What follows belongs to an exercise in optimizing a design on an open flow for small area and a short achievable clock period; a production flow would make more cautious choices. At most, simulation tests tie the RTL to the original design; equivalence was not proved.

rev 12:
// systolic_array
module systolic_array #(
    parameter M           = 5,
    parameter N           = 3,
    parameter K           = 4,
    parameter DATA_WIDTH  = 32
) (
    input clk,
    input rst_n,
    input [DATA_WIDTH*M-1:0] X,
    input [DATA_WIDTH*K-1:0] W,
    output reg [DATA_WIDTH*M*K-1:0] Y,
    output done
);
Settings: LEC_CHECK=0, ABC_AREA=1, CAP_MARGIN=20, CORE_MARGIN=2, CORE_UTILIZATION=55, CTS_CLUSTER_DIAMETER=150, CTS_CLUSTER_SIZE=20, PLACE_DENSITY=0.65, SETUP_SLACK_MARGIN=5, SLEW_MARGIN=20, SYNTH_HIERARCHICAL=1; clock period 8.5 ns.
standard.sh (not shown) runs the stock make flow with config.mk's settings and CLKGATE_MAP_FILE= SYNTH_SCRIPT=/design/flow/synth_recipe.tcl, a recipe that flattens the netlist after the stock synthesis.
==> flow/flow/run.sh <==
#!/bin/bash
# The standard layout with two changes:
#  - input and output ports are buffered with plain buffers (buf_1) instead
#    of the delay cells buffer_ports picks by default;
#  - after the standard synthesis, fa_polarity.py complements some full
#    adders (a full adder is self-dual) so that fewer inverters are needed
#    between them; registers and all other cells are unchanged.
set -euo pipefail
export BUFFER_PORTS_ARGS="-buffer_cell sky130_fd_sc_hd__buf_1"
RES=orfs/results/${FLOW_PLATFORM}/systolic_array/base
bash standard.sh synth > make_synth.log 2>&1
python3 flow/fa_polarity.py $RES/1_2_yosys.v $RES/1_2_yosys.pol.v > fa_polarity.log 2>&1
cp $RES/1_2_yosys.v 1_2_yosys.standard.v
mv $RES/1_2_yosys.pol.v $RES/1_2_yosys.v
rm -f $RES/1_synth.odb $RES/1_synth.sdc
bash standard.sh > make_layout.log 2>&1
Other scripts of this flow, unchanged in this note and not shown: flow/flow/fa_polarity.py
Rev 12: flow completed, timing, DRC and antenna clean
For rev 13, these inputs were changed with respect to rev 12:
--- a/flow/design.v
+++ b/flow/design.v
@@ -78,43 +78,47 @@
     reg b2, b1, b0;
     begin
         for (k = 0; k < 16; k = k + 1) begin
             b2 = x[2*k+1];
             b1 = x[2*k];
             b0 = (k == 0) ? 1'b0 : x[(k == 0) ? 0 : 2*k-1];
             btwo[k] = (b2 & ~b1 & ~b0) | (~b2 & b1 & b0);
         end
     end
 endfunction
-wire [31:0] wsh [0:2];
-genvar c;
-generate
-    for (c = 0; c < 3; c = c + 1) begin : wcp
-        wcopy wc (.clk(clk), .d(wq0_d), .q(wsh[c]));
-    end
-endgenerate
-genvar i;
+integer xb;
+genvar i, k;
 generate
     for (i = 0; i < M; i = i + 1) begin : row
-        reg [31:0] xr0;
+        reg [15:0] xodd;
+        wire [31:0] xr0;
         wire [31:0] xr1 = Y[32*(4*i+2) +: 32];
         wire [31:0] xr2 = Y[32*(4*i+3) +: 32];
         reg [15:0] eone, etwo;       
+        for (k = 0; k < 16; k = k + 1) begin : xd
+            assign xr0[2*k+1] = xodd[k];
+            if (k == 0) begin : b0
+                assign xr0[0] = eone[0];
+            end else begin : bk
+                assign xr0[2*k] = eone[k] ^ xodd[k-1];
+            end
+        end
         wire [31:0] xr0_d = ldany ? X[32*i +: 32] : xr1;
         always @(posedge clk) begin
-            xr0 <= xr0_d;
+            for (xb = 0; xb < 16; xb = xb + 1) xodd[xb] <= xr0_d[2*xb+1];
             eone <= bone(xr0_d);
             etwo <= btwo(xr0_d);
         end
         wire [31:0] sum;
         wire [31:0] x = xr0;
-        wire [31:0] w = wsh[i * 3 / 5];
+        wire [31:0] w;
+        wcopy wc (.clk(clk), .d(wq0_d), .q(w));
         wire uclr = clr[i];
         reg [31:0] acc;        
         wire [31:0] accm = uclr ? 32'd0 : acc;
         wire one0 = eone[0];
         wire two0 = etwo[0];
         wire neg0 = x[1];
         wire one1 = eone[1];
         wire two1 = etwo[1];
         wire neg1 = x[3];
         wire one2 = eone[2];
Results
- Proportion of cell area occupied by multi-input gates (rev 13 over rev 12): increase, 0.16 points
- Rev 13 has final period utilization above what rev 12 had.
- Going from rev 12 to rev 13, relative area of clock buffers and inverters in the final design about even, count of clock-buffer cells in the layout about even.
- Between rev 13 and rev 12, the difference in initial standard-cell utilization of the core is negligible.
- The via count in rev 13 sits 326 below the value recorded for rev 12.
- Sort rev 13 and rev 12 by count of inverters other than clock inverters in the layout asc -> top: rev 13
- Comparing data arrival at the endpoint of the critical path for rev 13 and rev 12, the bigger number came from rev 13.
- Between rev 13 and rev 12, it is rev 13 whose post-cts resize count is lower, by 34.
- Rev 13 vs rev 12: weighted congestion reported at the end of routability-driven placement down in rev 13
- On area of all sequential standard cells: between rev 13 and rev 12, it ends up higher for rev 12.
- As far as remaining routing DRC violations is concerned, rev 12 and rev 13 perform about the same.
- Diff rev 13..rev 12 | placement-stage cell area | negligible
No run of this note included a check of the RTL's function; only the layout flow was run.

---

== red ==
Another version of the RTL of systolic_array (not shown whole).
Size in the first run: ~13000 cells after synthesis, about 0.12 mm2 of cells after synthesis.
Settings: LEC_CHECK=0, ABC_AREA=1, CAP_MARGIN=20, CORE_MARGIN=2, CORE_UTILIZATION=55, CTS_CLUSTER_DIAMETER=150, CTS_CLUSTER_SIZE=20, PLACE_DENSITY=0.65, SETUP_SLACK_MARGIN=5, SLEW_MARGIN=20, SYNTH_HIERARCHICAL=1; clock period 8.5 ns.
Scripts as last shown in full above: flow/flow/run.sh
Other scripts of this flow, unchanged in this note and not shown: flow/flow/fa_polarity.py
[inputs] blue vs red
diff --git a/flow/design.v b/flow/design.v
--- a/flow/design.v
+++ b/flow/design.v
@@ -80,33 +80,39 @@
         for (k = 0; k < 16; k = k + 1) begin
             b2 = x[2*k+1];
             b1 = x[2*k];
             b0 = (k == 0) ? 1'b0 : x[(k == 0) ? 0 : 2*k-1];
             btwo[k] = (b2 & ~b1 & ~b0) | (~b2 & b1 & b0);
         end
     end
 endfunction
+wire [31:0] wsh [0:1];
+genvar c;
+generate
+    for (c = 0; c < 2; c = c + 1) begin : wcp
+        wcopy wc (.clk(clk), .d(wq0_d), .q(wsh[c]));
+    end
+endgenerate
 genvar i;
 generate
     for (i = 0; i < M; i = i + 1) begin : row
         reg [31:0] xr0;
         wire [31:0] xr1 = Y[32*(4*i+2) +: 32];
         wire [31:0] xr2 = Y[32*(4*i+3) +: 32];
         reg [15:0] eone, etwo;       
         wire [31:0] xr0_d = ldany ? X[32*i +: 32] : xr1;
         always @(posedge clk) begin
             xr0 <= xr0_d;
             eone <= bone(xr0_d);
             etwo <= btwo(xr0_d);
         end
         wire [31:0] sum;
         wire [31:0] x = xr0;
-        wire [31:0] w;
-        wcopy wc (.clk(clk), .d(wq0_d), .q(w));
+        wire [31:0] w = wsh[i * 2 / 5];
         wire uclr = clr[i];
         reg [31:0] acc;        
         wire [31:0] accm = uclr ? 32'd0 : acc;
         wire one0 = eone[0];
         wire two0 = etwo[0];
         wire neg0 = x[1];
         wire one1 = eone[1];
         wire two1 = etwo[1];
@@ -837,18 +843,16 @@
         wire ax410 = ax403 ^ ax404;
         wire ax411 = ax405 ^ ax406;
         wire ax412 = ax407 ^ ax408;
         wire ax413 = ax409 ^ ax410;
         wire ax414 = ac160 ^ ac162;
         wire ax415 = ac284 ^ ac286;
         wire ax416 = ax411 ^ ax412;
         wire ax417 = ax413 ^ ax414;
-        wire ax418 = ax415 ^ ax416;
-        wire ax419 = ac288 ^ ac390;
         reg ra_0_0;
         reg ra_0_1;
         reg ra_0_2;
         reg ra_1_0;
         reg ra_1_1;
         reg ra_2_0;
         reg ra_2_1;
         reg ra_2_2;
@@ -963,16 +967,18 @@
         reg ra_30_0;
         reg ra_30_1;
         reg ra_30_2;
         reg ra_30_3;
         reg ra_31_0;
         reg ra_31_1;
         reg ra_31_2;
         reg ra_31_3;
+        reg ra_31_4;
+        reg ra_31_5;
         always @(posedge clk) begin
           ra_0_0 <= neg0;
           ra_0_1 <= accm[0];
           ra_0_2 <= pp0_0;
           ra_1_0 <= accm[1];
           ra_1_1 <= pp0_1;
           ra_2_0 <= neg1;
           ra_2_1 <= accm[2];
@@ -1084,20 +1090,22 @@
           ra_29_0 <= ac382;
           ra_29_1 <= ac384;
           ra_29_2 <= as385;
           ra_29_3 <= as387;
           ra_30_0 <= ac386;
           ra_30_1 <= ac388;
           ra_30_2 <= as389;
           ra_30_3 <= as391;
-          ra_31_0 <= ax417;
-          ra_31_1 <= ax418;
-          ra_31_2 <= ac392;
-          ra_31_3 <= ax419;
+          ra_31_0 <= ax415;
+          ra_31_1 <= ax416;
+          ra_31_2 <= ac288;
+          ra_31_3 <= ac390;
+          ra_31_4 <= ac392;
+          ra_31_5 <= ax417;
         end
         wire bs1 = ra_2_0 ^ ra_2_1;
         wire bc2 = ra_2_0 & ra_2_1;
         wire bs3 = ra_3_0 ^ ra_3_1;
         wire bc4 = ra_3_0 & ra_3_1;
         wire bs5 = ra_4_0 ^ ra_4_1 ^ ra_4_2;
         wire bc6 = (ra_4_0 & ra_4_1) | (ra_4_0 & ra_4_2) | (ra_4_1 & ra_4_2);
         wire bs7 = ra_5_0 ^ ra_5_1 ^ ra_5_2;
@@ -1211,20 +1219,22 @@
         wire bs115 = ra_28_3 ^ bc52 ^ bs53;
         wire bc116 = (ra_28_3 & bc52) | (ra_28_3 & bs53) | (bc52 & bs53);
         wire bs117 = ra_29_3 ^ bc54 ^ bs55;
         wire bc118 = (ra_29_3 & bc54) | (ra_29_3 & bs55) | (bc54 & bs55);
         wire bs119 = ra_30_3 ^ bc56 ^ bs57;
         wire bc120 = (ra_30_3 & bc56) | (ra_30_3 & bs57) | (bc56 & bs57);
         wire bx121 = ra_31_0 ^ ra_31_1;
         wire bx122 = ra_31_2 ^ ra_31_3;
-        wire bx123 = bx121 ^ bx122;
-        wire bx124 = bc58 ^ bx123;
+        wire bx123 = ra_31_4 ^ ra_31_5;
+        wire bx124 = bx121 ^ bx122;
+        wire bx125 = bx123 ^ bc58;
+        wire bx126 = bx124 ^ bx125;
         wire [31:0] r0 = {bc120, bc118, bc116, bc114, bc112, bc110, bc108, bc106, bc104, bc102, bc100, bc98, bc96, bc94, bc92, bc90, bc88, bc86, bc84, bc82, bc80, bc78, bc76, bc74, bc72, bc70, bc68, bc66, bc64, bc62, bc60, ra_0_2};
-        wire [31:0] r1 = {bx124, bs119, bs117, bs115, bs113, bs111, bs109, bs107, bs105, bs103, bs101, bs99, bs97, bs95, bs93, bs91, bs89, bs87, bs85, bs83, bs81, bs79, bs77, bs75, bs73, bs71, bs69, bs67, bs65, bs63, bs61, bs59};
+        wire [31:0] r1 = {bx126, bs119, bs117, bs115, bs113, bs111, bs109, bs107, bs105, bs103, bs101, bs99, bs97, bs95, bs93, bs91, bs89, bs87, bs85, bs83, bs81, bs79, bs77, bs75, bs73, bs71, bs69, bs67, bs65, bs63, bs61, bs59};
         wire [31:0] cg0 = r0 & r1;
         wire [31:0] cp0 = r0 ^ r1;
         wire sg1_1 = cg0[1] | (cp0[1] & cg0[0]);
         wire sp1_1 = cp0[1] & cp0[0];
         wire sg1_3 = cg0[3] | (cp0[3] & cg0[2]);
         wire sp1_3 = cp0[3] & cp0[2];
         wire sg1_5 = cg0[5] | (cp0[5] & cg0[4]);
         wire sp1_5 = cp0[5] & cp0[4];
Notes after the runs:
- In the reports, the flip-flop count of blue falls short of that of red.
- Between blue and red, it is blue whose setup slack is higher, by 0.035 ns.
- The final reports for blue and red show setup slack after placement lower in the former.
- Minimum clock period sits lower in blue than in red.
- blue against red; cell area after layout is down slightly.
- Between red and blue, the total negative slack figures differ only marginally.
- Per the comparison of blue with red, routed wire length went up about 2.3%, area enclosed by the die boundary now sits lower, global routing met1 resource utilization saw an increase.
- For blue, the start point of the critical path was Y[360], unlike red, where it was ld[2].
For red, only the layout was checked, not whether the RTL still works.

-- re-timing with driven ports --
Ports are ideal in the flow. The routed layouts listed here were re-timed in OpenROAD. Step 1: set_driving_cell puts a clkbuf_16 on clk and a buf_2 on each other input, an assumption about the parent block. Step 2, shift: input delay + t, output delay - t, t = (earliest + latest rising clock arrival at the registers) / 2. This alone moves slack from input paths to output paths. Three values: ideal ports, drivers, drivers and shift; two values: the first two.
run	t, ns	slack for setup (ns)	hold slack, ns	worst data-port slew with drivers (ns)	cell pins on the clock port's net
rev 12	0.952	4.958 / 4.893 / 4.958	0.293 / 0.293 / 0.293	0.13	1
rev 13	0.935	4.663 / 4.663 / 4.663	0.319 / 0.319 / 0.319	0.22	1
red	0.908	4.963 / 4.939 / 4.963	0.318 / 0.318 / 0.318	0.16	1
blue	0.932	4.998 / 4.897 / 5.003	0.327 / 0.327 / 0.327	0.18	1
After both steps every run listed still meets setup and hold.
